Background: an optimization exercise with open tools, aiming at small area. Do not read the settings as production practice. The RTL was checked by simulation tests, not by an equivalence proof against the original design. The clock port is modelled as an ideal driver, which makes a skipped or thinned clock tree look cheaper than it is; a real chip needs a root buffer or a tree. Power is estimated from default activity; no workload was simulated.

==> flow/design.v (excerpt) <==
module top_parking_system_4slot(
    input  wire        clk,
    input  wire        rst,
    input  wire        entry_pulse,
    input  wire        exit_pulse_for_system,
    input  wire        payment_received,
    input  wire [1:0]  exit_car_select,
    output wire        entry_gate,
    output wire        exit_gate,
    output wire        full_led,
    output wire        fee_ready,
    output wire [3:0]  occupancy,
    output wire [2:0]  free_count,
    output wire [15:0] e0,
    output wire [15:0] e1,
    output wire [15:0] e2,
    output wire [15:0] e3,
    output wire [31:0] fee
);
reg        st_f, st_x, st_y;
reg [3:0]  occ;
reg        slot_available;
reg [1:0]  exit_slot;
reg [3:0]  ld;                  
reg [3:0]  run;
reg [15:0] t0, t1, t2, t3;
wire idle     = ~st_f & ~st_x & ~st_y;
wire alloc    = ~st_f & ~st_x &  st_y;
wire free     =  st_f & st_y & payment_received;
wire go_alloc = entry_pulse & slot_available;
wire go_exit  = ~go_alloc & exit_pulse_for_system & (|occ);
assign entry_gate = st_x & ~st_y;
assign exit_gate  = st_x &  st_y;
assign fee_ready  = st_f;
assign full_led   = ~slot_available;
assign occupancy  = occ;
assign free_count = 3'd4 - ({2'd0, occ[0]} + {2'd0, occ[1]} + {2'd0, occ[2]} + {2'd0, occ[3]});
wire [3:0] lo_empty = {occ[0] & occ[1] & occ[2] & ~occ[3],
                       occ[0] & occ[1] & ~occ[2],
                       occ[0] & ~occ[1],
                       ~occ[0]};
wire sel_occ = occ[exit_car_select];
wire [1:0] free_idx = sel_occ  ? exit_car_select :
                      occ[0]   ? 2'd0 :
  ...
clock: 4.0 ns
lec_check: 0
cap_margin: 20
core_margin: 2
core_utilization: 80
cts_buf_list: sky130_fd_sc_hd__clkbuf_8
place_density: 0.88
slew_margin: 20
standard.sh (not shown) runs the stock make flow with config.mk's settings and CLKGATE_MAP_FILE= SYNTH_SCRIPT=/design/flow/synth_recipe.tcl, a recipe that flattens the netlist after the stock synthesis.
==> flow/flow/run.sh <==
#!/bin/bash
# Standard layout, with the port buffers made of the smallest buffer cell and
# a clock tree of few large leaf buffers without dummy loads.
set -euo pipefail
export BUFFER_PORTS_ARGS="-buffer_cell sky130_fd_sc_hd__buf_1"
export CTS_ARGS="-sink_clustering_enable -repair_clock_nets -dont_use_dummy_load -buf_list sky130_fd_sc_hd__clkbuf_8"
export SKIP_REPAIR_TIE_FANOUT=1
bash standard.sh > standard.log 2>&1
The starting point completed, yet does not pass: setup timing.
Next try:
--- a/flow/flow/run.sh
+++ b/flow/flow/run.sh
@@ -5,4 +5,3 @@
 export BUFFER_PORTS_ARGS="-buffer_cell sky130_fd_sc_hd__buf_1"
 export CTS_ARGS="-sink_clustering_enable -repair_clock_nets -dont_use_dummy_load -buf_list sky130_fd_sc_hd__clkbuf_8"
-export SKIP_REPAIR_TIE_FANOUT=1
 bash standard.sh > standard.log 2>&1
Settings changed: CORE_UTILIZATION 80 to 65, PLACE_DENSITY 0.88 to 0.75.
With this change the flow ran to the end with no violations.
Setup slack gets better by 0.18 ns.
Area after synthesis stays the same.
Hold slack degrades by 0.0034 ns.
Non-clock buffer count drops by 9.
Register-to-register slack is better by 0.18 ns.
Wire length goes down by 21%.
Die area went up by 22%.
Cell area drops by 0.37%.
Sequential power hardly moves.
Next try:
==> flow/flow/run.sh (replaced) <==
#!/bin/bash
# Standard layout, with the port buffers made of the smallest buffer cell, a
# clock tree without dummy loads, and one tie cell for all constant outputs.
set -euo pipefail
export BUFFER_PORTS_ARGS="-buffer_cell sky130_fd_sc_hd__buf_1"
export CTS_ARGS="-sink_clustering_enable -repair_clock_nets -dont_use_dummy_load -buf_list sky130_fd_sc_hd__clkbuf_8"
export SKIP_REPAIR_TIE_FANOUT=1
bash standard.sh > standard.log 2>&1
Settings changed: GPL_TIMING_DRIVEN set to 0.
What happened: Now the flow ran to the end with violations: setup timing. Setup slack is worse by 0.15 ns. Non-clock buffer count came out higher by 22. Clock power came out lower by about 0.8%.


Starting RTL as in the previous note.
Settings: LEC_CHECK=0, CAP_MARGIN=20, CORE_MARGIN=2, CORE_UTILIZATION=40, PLACE_DENSITY=0.6, SLEW_MARGIN=20; clock period 4.0 ns.
==> flow/flow/run.sh <==
#!/bin/bash
# Standard layout, with: the port buffers made of the smallest buffer cell; one
# tie cell for all constant outputs; and a one-level clock tree (the clock port
# drives four clock buffers, each driving a cluster of flip-flops), built by
# flow/clock_tree.tcl in place of TritonCTS.
set -euo pipefail
export BUFFER_PORTS_ARGS="-buffer_cell sky130_fd_sc_hd__buf_1"
export SKIP_REPAIR_TIE_FANOUT=1
export PRE_CTS_TCL="$PWD/flow/clock_tree.tcl"
bash standard.sh > standard.log 2>&1
Other scripts of this flow, unchanged in this note and not shown: flow/flow/clock_tree.tcl
Then changed:
Settings changed: CAP_MARGIN 20 to 0, CORE_UTILIZATION 40 to 65, PLACE_DENSITY 0.6 to 0.75, SLEW_MARGIN 20 to 0.
Total power goes up by 3.1%. Clock skew goes down by 0.018 ns. Register-to-register slack improves by 0.02 ns. Utilization goes up by 29 points.
Then changed:
--- a/flow/flow/run.sh
+++ b/flow/flow/run.sh
@@ -8,3 +8,4 @@
 export SKIP_REPAIR_TIE_FANOUT=1
 export PRE_CTS_TCL="$PWD/flow/clock_tree.tcl"
+export SETUP_MOVE_SEQUENCE="unbuffer,sizeup,swap"
 bash standard.sh > standard.log 2>&1
Settings changed: CAP_MARGIN 0 to 20, CORE_UTILIZATION 65 to 50, PLACE_DENSITY 0.75 to 0.65, SLEW_MARGIN 0 to 20.
Outcome: Maximum frequency stays flat; wire length drops slightly; die area goes up by a quarter to a third; via count drops by a few percent; first-iteration DRC count came out lower by a quarter to a third; core utilization goes down by 17 points; final area is about the same; worst setup slack barely changes; cell count grows by a few percent; area after synthesis stays the same.
Then changed:
--- a/flow/flow/run.sh
+++ b/flow/flow/run.sh
@@ -8,4 +8,3 @@
 export SKIP_REPAIR_TIE_FANOUT=1
 export PRE_CTS_TCL="$PWD/flow/clock_tree.tcl"
-export SETUP_MOVE_SEQUENCE="unbuffer,sizeup,swap"
 bash standard.sh > standard.log 2>&1
Settings changed: CORE_UTILIZATION 50 to 65, PLACE_DENSITY 0.65 to 0.75.
=> The changed run finished with timing, DRC and antenna clean; sequential power barely changes; area after synthesis is unchanged; hold slack is about the same; routed wire length rises slightly; utilization rises by 17 points; critical path depth stays the same; cell area stays flat; first-iteration DRC count rises by well over a third; flip-flop and latch count does not change.
No run of this note takes its clock network from TritonCTS; it comes from the design's own scripts or RTL.

==> what the ideal ports hide <==
The results above use ideal ports. As a check the final layouts listed here were re-extracted and re-timed, cells and wires unchanged.
Step 1: set_driving_cell puts a clkbuf_16 on clk and a buf_2 on each other input, an assumption about the parent block.
Step 2, shift: input delay + t, output delay - t, t = (earliest + latest rising clock arrival at the registers) / 2. This alone moves slack from input paths to output paths.
a / b / c = ideal / step 1 / step 2; a / b = the first two.
| run | t, ns | setup WS [ns] | worst setup path after step 2 |
|---|---|---|---|
| the first run of note 1 | 0.396 | -0.055 / -0.055 / -0.055 | register to register |
| the second run of note 1 | 0.383 | 0.122 / 0.122 / 0.122 | register to register |
| the third run of note 1 | 0.370 | -0.024 / -0.024 / -0.024 | register to register |
| the first run of note 2 | 0.242 | 0.097 / 0.097 / 0.097 | register to register |
| the second run of note 2 | 0.239 | 0.120 / 0.071 / 0.120 | register to register |
| the third run of note 2 | 0.244 | 0.118 / 0.113 / 0.117 | register to register |
| the fourth run of note 2 | 0.239 | 0.120 / 0.071 / 0.120 | register to register |
The setup slack of the third run of note 2, which loses most, moves by -0.005 ns with the drivers and by -0.001 ns with both steps.
